This design comes from an exercise in tuning for small area and a short achievable clock period on the open sky130 flow, not from production work. In this exercise RTL edits were held to simulation tests only and were not proved equivalent to the original. Power and IR drop assume default switching activity.

job 5063:
Design reflex_core, start of the top module:
module reflex_core (
    input wire clk,
    input wire rst_n,
    input wire signed [15:0] z_pos,
    input wire signed [15:0] z_vel,
    input wire signed [15:0] kp_gain,
    input wire signed [15:0] kd_gain,
    input wire signed [15:0] vel_threshold,
    output wire signed [15:0] u_out,
    output reg guardian_active
);
    wire [15:0] g_zx = z_vel ^ {16{z_vel[15]}};
    wire [16:0] g_cmp = {1'b0, g_zx} + {1'b0, ~vel_threshold} + {16'd0, z_vel[15]};
    wire g = vel_threshold[15] ? ~((vel_threshold == 16'h8000) & (z_vel == 16'h8000)) : g_cmp[16];
    wire [7:0] bp_one_d, bp_two_d, bp_ngn_d;
    wire [7:0] bd_one_d, bd_two_d, bd_ngn_d;
    assign bp_one_d[0] = ~(kp_gain[0] ^ 1'b0);
    assign bp_two_d[0] = ~((kp_gain[1] & ~kp_gain[0] & ~1'b0) | (~kp_gain[1] & kp_gain[0] & 1'b0));
    assign bp_ngn_d[0] = ~kp_gain[1] & (kp_gain[0] | 1'b0);
    assign bp_one_d[1] = ~(kp_gain[2] ^ kp_gain[1]);
    assign bp_two_d[1] = ~((kp_gain[3] & ~kp_gain[2] & ~kp_gain[1]) | (~kp_gain[3] & kp_gain[2] & kp_gain[1]));
    assign bp_ngn_d[1] = ~kp_gain[3] & (kp_gain[2] | kp_gain[1]);
    assign bp_one_d[2] = ~(kp_gain[4] ^ kp_gain[3]);
    assign bp_two_d[2] = ~((kp_gain[5] & ~kp_gain[4] & ~kp_gain[3]) | (~kp_gain[5] & kp_gain[4] & kp_gain[3]));
  ...
Size in the first run: about 140 flip-flops, ~99 I/O pins.
==> flow/config.mk <==
export PLATFORM = sky130hd
export DESIGN_NAME = reflex_core
export DESIGN_NICKNAME = reflex_core
export VERILOG_FILES = /design/flow/design.v
export SDC_FILE = /design/flow/constraint.sdc
export NUM_CORES = 4
export LEC_CHECK = 0
export CAP_MARGIN = 20
export CORE_MARGIN = 2
export CORE_UTILIZATION = 40
export SETUP_SLACK_MARGIN = 3.6
export SLEW_MARGIN = 20
export SYNTH_HIERARCHICAL = 1
==> flow/constraint.sdc <==
create_clock -name core_clock -period 8.0 [get_ports {clk}]
set_input_delay 1.6000 -clock core_clock [delete_from_list [all_inputs] [get_ports {clk}]]
set_output_delay 1.6000 -clock core_clock [all_outputs]
set_load 0.01 [all_outputs]
standard.sh (not shown) runs the stock make flow with config.mk's settings and CLKGATE_MAP_FILE= SYNTH_SCRIPT=/design/flow/synth_recipe.tcl, a recipe that flattens the netlist after the stock synthesis.
==> flow/flow/run.sh <==
#!/bin/bash
set -o pipefail
export BUFFER_PORTS_ARGS="-buffer_cell sky130_fd_sc_hd__buf_1"
bash standard.sh > standard.log 2>&1
status=$?
tail -n 40 standard.log
exit $status
## Diff of input files: job 8508 against job 5063
- swapping 3.6 for 3.7 in SETUP_SLACK_MARGIN
[summary]
Taking job 5063 as the reference, in job 8508 fraction of standard cell area in multi-input logic decreased by 0.52 points relative to the old numbers, cell area increased by 1.2% relative to the old numbers, non-clock buffer count increased by 13 relative to the old numbers, area after synthesis closely matched the old numbers, post-cts resize count increased by 31% relative to the old numbers.

* * *

## the previous run
reflex_core again, from the RTL that the note above started with.
Settings: LEC_CHECK=0, CAP_MARGIN=20, CORE_MARGIN=2, CORE_UTILIZATION=40, PLACE_DENSITY=0.75, SETUP_SLACK_MARGIN=3.5, SLEW_MARGIN=20, SYNTH_HIERARCHICAL=1; clock period 8.0 ns.
Scripts as last shown in full above: flow/flow/run.sh
--- input diff the previous run..the current run ---
Settings: PLACE_DENSITY removed (was 0.75).
## What came out
The previous run went all the way through synthesis, placement and routing and the layout is clean on timing, DRC and antenna. The current run: no failed stages, no open violations at the end. The previous run -> the current run: placed instance count flat. Launch point of the critical path: zp[7] -> the current run, zp[10] -> the previous run. There was hardly any difference in placed standard-cell area between the current run and the previous run. Delta (the current run minus the previous run): final core utilization shows no meaningful change, worst hold-check slack shows an increase of 5.9 ps, area growth from synthesis to layout shows a reduction of 0.34 points. Compared with the previous run, the current run shows a higher proportion of cell area occupied by multi-input gates. The layout buffer count excluding clock buffers in the current run sits 2 above the value recorded for the previous run. Worst-margin pin slew in the current run is 7.8 ps higher than in the previous run. The current run -> the previous run: die area delta 0, exact match. Row count: the current run vs the previous run identical.

* * *

reflex_core, a different RTL version from the one above (not shown whole).
Size: about 150 flip-flops, ~99 I/O pins, roughly 0.016 mm² of cells after synthesis.
## reflex_core
module reflex_core (
    input wire clk,
    input wire rst_n,
    input wire signed [15:0] z_pos,
    input wire signed [15:0] z_vel,
    input wire signed [15:0] kp_gain,
    input wire signed [15:0] kd_gain,
    input wire signed [15:0] vel_threshold,
    output wire signed [15:0] u_out,
    output reg guardian_active
);
clock: 8.0 ns
lec_check: 0
cap_margin: 20
core_margin: 2
core_utilization: 40
setup_slack_margin: 3.5
slew_margin: 20
synth_hierarchical: 1
run.sh (not shown) runs the stock make flow with config.mk's settings and CLKGATE_MAP_FILE= SYNTH_SCRIPT=/design/flow/synth_recipe.tcl, a recipe that flattens the netlist after the stock synthesis.
Stock flow here: none of the scripts above is used.
Next try:
Settings changed: SETUP_SLACK_MARGIN 3.5 to 3.3.
The changed run ran to the end with no violations.
Count of clock-buffer cells in the layout is unchanged.
Via count is about the same.
Setup slack got worse by 0.032 ns.
Combinational power drops slightly.
Die area stays the same.
Routed wire length stays flat.
Sequential cell count stays the same.
Fmax drops slightly.
Sequential share of layout area drops by 0.15 points.

* * *

Another version of the RTL of reflex_core (not shown whole).
Size in the first run: ~1,500 cells after synthesis, ~150 flip-flops, roughly 16,000 sq um of cells after synthesis.
Settings: LEC_CHECK=0, CAP_MARGIN=20, CORE_MARGIN=2, CORE_UTILIZATION=40, SETUP_SLACK_MARGIN=3.5, SLEW_MARGIN=20, SYNTH_HIERARCHICAL=1; clock period 8.0 ns.
Then changed:
==> flow/flow/run.sh (new file) <==
#!/bin/bash
set -o pipefail
export BUFFER_PORTS_ARGS="-buffer_cell sky130_fd_sc_hd__buf_1"
bash standard.sh > standard.log 2>&1
status=$?
tail -n 40 standard.log
exit $status
==> flow/standard.sh (new file) <==
#!/bin/bash
# synth_recipe.tcl (not shown) runs the flow's synth.tcl, then flattens the netlist and writes it again
# the make line also repeats each setting of config.mk as NAME=value (left out here)
make -C /OpenROAD-flow-scripts/flow DESIGN_CONFIG=/design/flow/config.mk WORK_HOME=/design/flow/orfs CLKGATE_MAP_FILE= SYNTH_SCRIPT=/design/flow/synth_recipe.tcl "${@:-finish}"
removed: flow/run.sh
The new run produced a clean layout.
Hold slack improved by 0.0057 ns.
Cell count is about the same.
Total power decreases by 0.83%.
Count of clock-buffer cells in the layout falls by 2.

## re-timing with driven ports
In the flow no input, the clock included, has a driving cell. The finished layouts below were timed again as built, in two steps. Step 1 sets driving cells, clkbuf_16 on the clock port and buf_2 on the other inputs (assumed; they add their load-dependent delay and slew). Step 2 times the ports against the registers' clock, not the clock port: input delays grow and output delays shrink by t, the midpoint of the rising clock arrivals with the driver on. Slacks: ideal ports / drivers / drivers and shift; pairs: ideal ports / drivers.
| run | shift t [ns] | setup slack, ns | worst hold slack (ns) | worst setup path after step 2 | worst slew at a driven data input, ns |
|---|---|---|---|---|---|
| job 5063 | 0.492 | 3.663 / 3.616 / 3.712 | 0.353 / 0.353 / 0.353 | input to register | 0.04 |
| job 8508 | 0.494 | 3.661 / 3.612 / 3.685 | 0.352 / 0.352 / 0.352 | input to register | 0.04 |
| the previous run | 0.490 | 3.567 / 3.562 / 3.567 | 0.348 / 0.349 / 0.349 | register to register | 0.04 |
| the current run | 0.481 | 3.633 / 3.590 / 3.633 | 0.354 / 0.354 / 0.354 | register to register | 0.04 |
| the first run of note 3 | 0.480 | 3.257 / 3.209 / 3.277 | 0.351 / 0.351 / 0.351 | input to register | 0.11 |
| the second run of note 3 | 0.483 | 3.226 / 3.176 / 3.215 | 0.350 / 0.350 / 0.350 | input to register | 0.09 |
| the first run of note 4 | 0.487 | 3.406 / 3.356 / 3.543 | 0.351 / 0.351 / 0.351 | input to register | 0.04 |
| the second run of note 4 | 0.484 | 3.384 / 3.333 / 3.565 | 0.357 / 0.357 / 0.357 | input to register | 0.04 |
After both steps every run listed still meets setup and hold. The setup slack of the second run of note 3, which loses most, moves by -0.050 ns with the drivers and by -0.011 ns with both steps.
